Context: an optimization exercise on an open-source flow, tuned for small area, a short achievable clock period and few clock cycles. The choices shown serve that exercise and are no tape-out recipe. In this exercise RTL edits were held to simulation tests only and were not proved equivalent to the original.

==> design.v <==
module fix_audio_ns(
	output reg ack,
	output reg overflow,
	output reg [15:0] tx_data,
	input [15:0] rx_data,
	input [51:0] conf,
	input req,
	input enable,
	input rstn, clk
);
reg req_r;
reg [15:0] rx_r;
reg [51:0] cf;
always @(negedge rstn or posedge clk)
	if (!rstn) req_r <= 1'b0;
	else req_r <= req;
always @(posedge clk) begin
	rx_r <= rx_data;
	cf <= conf;
end
wire [1:0] sel_hpf = cf[1:0];
wire [1:0] sel_lpf = cf[3:2];
wire [15:0] pnc = cf[19:4];
wire [15:0] vol = cf[35:20];
wire [15:0] in_vol = cf[51:36];
wire hpf_en = |sel_hpf;
wire lpf_en = |sel_lpf;
wire kal_en = |pnc;
wire vol_en = vol != 16'd1024;
wire iv_en = in_vol != 16'd1024;
localparam [4:0]
	S_IDLE = 5'd0,
	S_H1 = 5'd2, S_H2 = 5'd3, S_H3 = 5'd4,
	S_L1 = 5'd5, S_L2 = 5'd6, S_L3 = 5'd7, S_L4 = 5'd8, S_L5 = 5'd9, S_L6 = 5'd10,
	S_L7 = 5'd11, S_L8 = 5'd12, S_L9 = 5'd13, S_L10 = 5'd14, S_L11 = 5'd15,
	S_K2 = 5'd16, S_K1 = 5'd17, S_VOL = 5'd18;
reg [4:0] st;
wire go = (st == S_IDLE) & (req_r ^ ack);    
wire s_inv = go;
reg [15:0] data, acc;
reg [15:0] hx, hy;                  
reg [15:0] x1, x2, x3, x4, x5;      
reg [15:0] y1, y2, y3, y4, y5;      
reg [15:0] es, eec;                 
reg [2:0] cnt;                      
reg ovf;
reg hpend, lpend;
reg [15:0] dr, dq;                  
reg [2:0] dph;
reg [15:0] coef;
always @(*) begin
	coef = 16'd0;
	case (st)
	S_H1: case (sel_hpf) 2'b11: coef = 16'd732; 2'b10: coef = 16'd931; default: coef = 16'd1011; endcase
	S_H2: case (sel_hpf) 2'b11: coef = -16'd732; 2'b10: coef = -16'd931; default: coef = -16'd1011; endcase
	S_H3: case (sel_hpf) 2'b11: coef = 16'd441; 2'b10: coef = 16'd838; default: coef = 16'd998; endcase
	S_L1, S_L6: case (sel_lpf) 2'b11: coef = 16'd30; 2'b10: coef = 16'd54; default: coef = 16'd321; endcase
	S_L2, S_L5: case (sel_lpf) 2'b11: coef = -16'd55; 2'b10: coef = -16'd3; default: coef = 16'd1362; endcase
	S_L3, S_L4: case (sel_lpf) 2'b11: coef = 16'd33; 2'b10: coef = 16'd56; default: coef = 16'd2518; endcase
	S_L7: case (sel_lpf) 2'b11: coef = -16'd3507; 2'b10: coef = -16'd2266; default: coef = 16'd2270; endcase
	S_L8: case (sel_lpf) 2'b11: coef = 16'd5000; 2'b10: coef = 16'd2479; default: coef = 16'd2647; endcase
	S_L9: case (sel_lpf) 2'b11: coef = -16'd3656; 2'b10: coef = -16'd1413; default: coef = 16'd1729; endcase
	S_L10: case (sel_lpf) 2'b11: coef = 16'd1366; 2'b10: coef = 16'd444; default: coef = 16'd631; endcase
	S_L11: case (sel_lpf) 2'b11: coef = -16'd206; 2'b10: coef = -16'd53; default: coef = 16'd100; endcase
	default: coef = 16'd0;
	endcase
end
wire [15:0] eec_nst = eec + pnc;
wire [15:0] kk = eec_nst + 16'd1024;
wire [15:0] ae = eec_nst[15] ? ~eec_nst + 16'd1 : eec_nst;
wire [15:0] ad = kk[15] ? ~kk + 16'd1 : kk;
wire sgn_k = eec_nst[15] ^ kk[15];
wire dovf = (ad == 16'd0) | ({6'd0, ae} >= {ad, 6'd0});
function [31:0] div4(input [15:0] r_in, input [15:0] n_in, input [15:0] d);
	reg [15:0] r, n;
	reg [16:0] r17, t;
	integer i;
	begin
		r = r_in; n = n_in;
		for (i = 0; i < 4; i = i + 1) begin
			r17 = {r, n[15]};
			t = r17 - {1'b0, d};
			n = {n[14:0], ~t[16]};
			r = t[16] ? r17[15:0] : t[15:0];
		end
		div4 = {r, n};
	end
endfunction
wire [31:0] dstep = s_inv ? div4({6'd0, ae[15:6]}, {ae[5:0], 10'd0}, ad) : div4(dr, dq, ad);
wire [15:0] kq = dstep[15:0];
wire kready = dph == 3'd4;
reg [15:0] opa, opb, opc;
reg nega;
always @(*) begin
	opa = coef; opb = data; opc = 16'd0; nega = 1'b0;
	if (s_inv) begin opa = rx_r; opb = in_vol; end
	else case (st)
	S_H1: opb = data;
	S_H2: begin opb = (cnt != 3'd0) ? hx : 16'd0; opc = acc; end
	S_H3: opb = hy;
	S_L1: opb = data;
	S_L2: begin opb = (cnt >= 3'd1) ? x1 : 16'd0; opc = acc; end
	S_L3: begin opb = (cnt >= 3'd2) ? x2 : 16'd0; opc = acc; end
	S_L4: begin opb = (cnt >= 3'd3) ? x3 : 16'd0; opc = acc; end
	S_L5: begin opb = (cnt >= 3'd4) ? x4 : 16'd0; opc = acc; end
	S_L6: begin opb = (cnt >= 3'd5) ? x5 : 16'd0; opc = acc; end
	S_L7: opb = y1;
	S_L8: begin opb = (cnt >= 3'd1) ? y2 : 16'd0; opc = acc; end
	S_L9: begin opb = (cnt >= 3'd2) ? y3 : 16'd0; opc = acc; end
	S_L10: begin opb = (cnt >= 3'd3) ? y4 : 16'd0; opc = acc; end
	S_L11: begin opb = (cnt >= 3'd4) ? y5 : 16'd0; opc = acc; end
	S_K2: begin opa = dq; nega = 1'b1; opb = eec_nst; opc = eec_nst; end
	S_K1: begin opa = dq; opb = data - es; opc = es; end
	S_VOL: begin opa = vol; opb = data; end
	default: ;
	endcase
end
wire [15:0] ma = opa[15] ? ~opa + 16'd1 : opa;
wire [15:0] mb = opb[15] ? ~opb + 16'd1 : opb;
wire [31:0] prod = ma * mb;
wire msgn = opa[15] ^ opb[15] ^ (nega & (opa != 16'h8000));
wire movf = |prod[30:25];
wire [16:0] msum = {opc[15], opc} + ({1'b0, prod[25:10]} ^ {17{msgn}}) + {16'd0, msgn};
wire [15:0] z = msum[15:0];
wire mac_ovf = movf | (msum[16] ^ msum[15]);
wire [16:0] dsub = {data[15], data} - {z[15], z};
wire sovf = dsub[16] ^ dsub[15];
wire [15:0] yo = (st == S_H3) ? ~dsub[15:0] + 16'd1 : dsub[15:0];
wire [4:0] after_l = kal_en ? S_K2 : S_VOL;
wire [4:0] after_h = lpf_en ? S_L1 : after_l;
wire [4:0] after_i = hpf_en ? S_H1 : after_h;
always @(negedge rstn or posedge clk) begin
	if (!rstn) begin
		st <= S_IDLE;
		ack <= 1'b0;
		overflow <= 1'b0;
		ovf <= 1'b0;
		cnt <= 3'd0;
		hpend <= 1'b0;
		lpend <= 1'b0;
		dph <= 3'd0;
		hy <= 16'd0;
		y1 <= 16'd0;
		es <= 16'd0;
		eec <= 16'd0;
	end
	else if (enable) begin
		hpend <= s_inv;
		lpend <= s_inv & ~hpf_en | (st == S_H3);
		if (s_inv) dph <= 3'd1;
		else if (dph != 3'd4) dph <= dph + 3'd1;
		if (s_inv) begin
			st <= after_i;
			ovf <= iv_en & mac_ovf | kal_en & dovf;
		end
		else case (st)
		S_IDLE: ;
		S_H3: begin st <= after_h; ovf <= ovf | mac_ovf | sovf; hy <= yo; end
		S_L11: begin st <= after_l; ovf <= ovf | mac_ovf | sovf; y1 <= yo; end
		S_K2: if (kready) begin st <= S_K1; ovf <= ovf | mac_ovf; eec <= z; end
		S_K1: begin st <= S_VOL; ovf <= ovf | mac_ovf; es <= z; end
		S_VOL: begin
			st <= S_IDLE;
			ack <= ~ack;
			overflow <= ovf | vol_en & mac_ovf;
			if (cnt != 3'd5) cnt <= cnt + 3'd1;
		end
		default: begin st <= st + 5'd1; ovf <= ovf | mac_ovf; end
		endcase
	end
end
always @(posedge clk) begin
	if (enable) begin
		if (dph != 3'd4 || s_inv) begin
			dr <= dstep[31:16];
			dq <= (dph == 3'd3 && !s_inv) ? (sgn_k ? ~kq + 16'd1 : kq) : kq;
		end
		if (s_inv) data <= iv_en ? z : rx_r;
		case (st)
		S_H1, S_L1, S_L2, S_L3, S_L4, S_L5, S_L7, S_L8, S_L9, S_L10: acc <= z;
		S_H2, S_L6, S_K1: data <= z;
		S_H3, S_L11: data <= yo;
		S_VOL: tx_data <= vol_en ? z : data;
		default: ;
		endcase
		if ((st == S_H2) | hpend & ~hpf_en) hx <= data;
		if ((st == S_L6) | lpend & ~lpf_en) begin
			x1 <= data; x2 <= x1; x3 <= x2; x4 <= x3; x5 <= x4;
		end
		if ((st == S_L11) | lpend & ~lpf_en) begin
			y2 <= y1; y3 <= y2; y4 <= y3; y5 <= y4;
		end
	end
end
endmodule
==> run.sh <==
#!/bin/bash
# synth_recipe.tcl (not shown) runs the flow's synth.tcl, then flattens the netlist and writes it again
# the make line also repeats each setting of config.mk as NAME=value (left out here)
make -C /OpenROAD-flow-scripts/flow DESIGN_CONFIG=/design/flow/config.mk WORK_HOME=/design/flow/orfs CLKGATE_MAP_FILE= SYNTH_SCRIPT=/design/flow/synth_recipe.tcl finish
==> config.mk <==
export PLATFORM = sky130hd
export DESIGN_NAME = fix_audio_ns
export DESIGN_NICKNAME = fix_audio_ns
export VERILOG_FILES = /design/flow/design.v
export SDC_FILE = /design/flow/constraint.sdc
export NUM_CORES = 4
export LEC_CHECK = 0
export CAP_MARGIN = 20
export CORE_MARGIN = 2
export CORE_UTILIZATION = 40
export SLEW_MARGIN = 20
==> constraint.sdc <==
create_clock -name core_clock -period 90.0 [get_ports {clk}]
set_input_delay 18.0000 -clock core_clock [delete_from_list [all_inputs] [get_ports {clk}]]
set_output_delay 18.0000 -clock core_clock [all_outputs]
set_load 0.01 [all_outputs]
==> summary.txt <==
[through the flow]
stage | hold slack [ns] | setup WS [ns] | utilization (%) | instance area (µm²) | instances
after floorplan | 0.417 | 67.69 | - | 37400 | 4107
after global placement | 0.430 | 69.25 | 43.1 | 40100 | 5382
after detailed placement | 0.433 | 69.14 | 43.1 | 40100 | 5382
after CTS | 0.443 | 69.77 | 44.6 | 41500 | 5461
after global routing | 0.453 | 68.21 | 44.6 | 41500 | 5461
final | 0.448 | 69.66 | 44.7 | 41500 | 5462
[synth_stat cells (all sizes together) (33+ instances only)]
cell	n	area [µm²]
nand2	409	1540
a31oi	39	263
nand4	33	213
o21ai	229	1150
ha	312	3900
nor3	80	423
mux2i	68	681
mux2	66	773
and3	49	307
dfrtp	81	2030
a22oi	60	450
edfxtp	240	7210
and2	66	413
buf	42	231
nor2	260	983
a21o	54	405
nand2b	65	407
inv	405	1520
a21oi	208	1040
nor2b	68	425
clkbuf	131	492
dfxtp	68	1360
xnor2	182	1620
fa	204	4080
xor2	79	692
nand3	78	390
[placed cells by master, fill, tap and decap left out, types with 49 or more instances in the layout]
| cell | n |
|---|---|
| nand2_1 | 407 |
| inv_1 | 405 |
| ha_1 | 312 |
| nor2_1 | 256 |
| edfxtp_1 | 240 |
| o21ai_0 | 215 |
| a21oi_1 | 208 |
| fa_1 | 204 |
| xnor2_1 | 177 |
| buf_4 | 106 |
| clkdlybuf4s50_1 | 88 |
| dfrtp_1 | 81 |
| nor3_1 | 78 |
| xor2_1 | 77 |
| nand3_1 | 76 |
| nor2b_1 | 68 |
| mux2i_1 | 68 |
| dfxtp_1 | 68 |
| nand2b_1 | 65 |
| and2_1 | 65 |
| a22oi_1 | 60 |
| a21o_1 | 54 |
| mux2_2 | 54 |
| and3_1 | 49 |
[kinds of logic (layout without fill, tap and decap cells)]
group / after synthesis / in the layout
xor+xnor: 262 / 262
other cells: 1 / 3
buf+inv: 578 / 678
mux: 136 / 136
simple gates: 1268 / 1268
flops: 389 / 389
compound gates: 955 / 955
fa+ha+maj: 517 / 517
[layout make-up]
cell class / count / area, µm² / area share (%)
clock inverters: 21 / 236 / 0.569
well taps: 1254 / 1570 / 3.78
flip-flops and latches: 389 / 10600 / 25.5
diodes: 1 / 2.50 / 0.00602
multi-input cells: 3140 / 24700 / 59.5
repair buffers: 194 / 1680 / 4.04
inverters: 405 / 1520 / 3.66
clock buffers: 58 / 1220 / 2.93
[worst max-delay path, cell delays in order]
cell	delay (ns)
clkdlybuf4s50_1	0.81
inv_1	0.36
nor2_4	0.51
buf_4	0.78
[worst paths after layout]
kind                            startpoint     end  depth (start not counted)
worst max-delay path                enable  x2[11]                          4
min in group asynchronous             rstn   y1[8]                          1
worst max register to register      eec[9]  dq[14]                         75
worst min-delay path                y2[11]  y3[11]                          0
worst min register to register      y2[11]  y3[11]                          0
max in group asynchronous             rstn  eec[5]                          2
[metal layers]
| metal | up-vias | track usage (%) | routed length, µm |
|---|---|---|---|
| met4 | 6 | 9.10 | 4950 |
| met2 | 1296 | 41.7 | 56200 |
| li1 | 14700 | - | - |
| met1 | 15600 | 35.4 | 53400 |
| met5 | - | 0 | 32 |
| met3 | 247 | 4.33 | 10800 |
==> metrics.yaml <==
status: "no timing/DRC/antenna violations"
synth.distinct_cells: 107
overflow: 0
portBuffers: 89
grt_usage_pct: 26.0
synth_edf_count: 240
start_util_pct: 40.2
synth_top_family_by_area: "adder cells"
largest_reg_flops: 52
clock_skew_ns: 0.0219
place_congestion: 0.987
drive_gt1_share_pct: 7.39
setup_viol: 0
relSlewSlack_pct: 22.9
rrSetupSlack_ns: 70.06
synth-main-ff-cell: "edfxtp_1"
grt_antenna_before_repair: 6
min_period_ns: 20.34
max_freq_ghz: 0.0492
start_kind: "primary input"
clkTransAtPathRegs_ns: 0.06
clock_path_buffers: 3
final_nets: 4761
critical_path_class: "primary input to register"
ant_nets: 0
hold_viol: 0
setup_tns_ns: 0
critPathCaptureType: "register"
grt_pass1_wl_mm: 190
cts_hold_buf: 0
via_per_inst: 5.83
syn_inst: 4106
die_height_um: 310
grt_pass1_vias: 31200
dpl.hpwl_mm: 96.5
cts_buffers: 43
yosysSeqAreaShare_pct: 28.3
synth_xor_area_share_pct: 6.23
clock-sinks: 389
regMostFlops: "cf"
synth-compound-area-share_pct: 17.1
tightest_slew_ns: 1.15
required_ns: 90.20
root_buffer: "clkbuf_16"
drtPass1Iterations: 8
postCtsSetupRepairBufs: 0
num_vias: 31900
wl_per_cell_um: 22.9
grt_max_degree: 66
yosys.area_share.simple_pct: 16.9
n_fill_cell: 9112
syn2layout_area_growth_pct: 11.1
die-area_mm2: 0.0960
hold_path_class: "register to register"
synth_mux_area_share_pct: 4.01
yosys_warnings: 1
cts_tree: "done"
netlist_area_mm2: 0.0374
die_w_um: 310
num_rows: 112
wl_mm: 125
synth_fa_ha_area_share_pct: 21.4
avgSynthCellArea_um2: 9.11
drc: 0
core-area_mm2: 0.0930
ios: 90
clk_latency_ns: 0.60
drtIter0Drc: 3284
max_cap_viol_count: 0
cts.htree.levels: 2
arrival_ns: 20.55
fin_crit_sh_pct: 22.6
post_cts_resized: 0
grt_setup_unrepaired: "no"
critPathMaxFanout: 65
drv_slew: 0
ys_ff_latch: 389
async_flop_share_pct: 20.8
Testbench counts, summed over its fixed seeds: cycles 67,520.

-- separate check: timing with driven ports --
In the flow no input, the clock included, has a driving cell. The finished layout below was timed again as built, in two steps.
Step 1 sets driving cells, clkbuf_16 on the clock port and buf_2 on the other inputs (assumed; they add their load-dependent delay and slew).
Step 2 adds t to the input delays and takes it off the output delays; t is the mean of the earliest and latest rising clock arrival at the registers after step 1. Input paths then give back, and output paths get back, about the clock's delay inside the block.
Slacks: no drivers / after step 1 / after step 2; pairs: no drivers / after step 1.
t (ns): 0.641
slack for setup (ns): 69.657 / 69.616 / 68.974
worst hold slack (ns): 0.448 / 0.448 / 0.448
worst setup path at the end: input to register
worst data-port slew with drivers (ns): 0.09
After both steps this run still meets setup and hold. For this run, drivers alone change the setup slack by -0.041 ns; drivers and shift together by -0.683 ns.
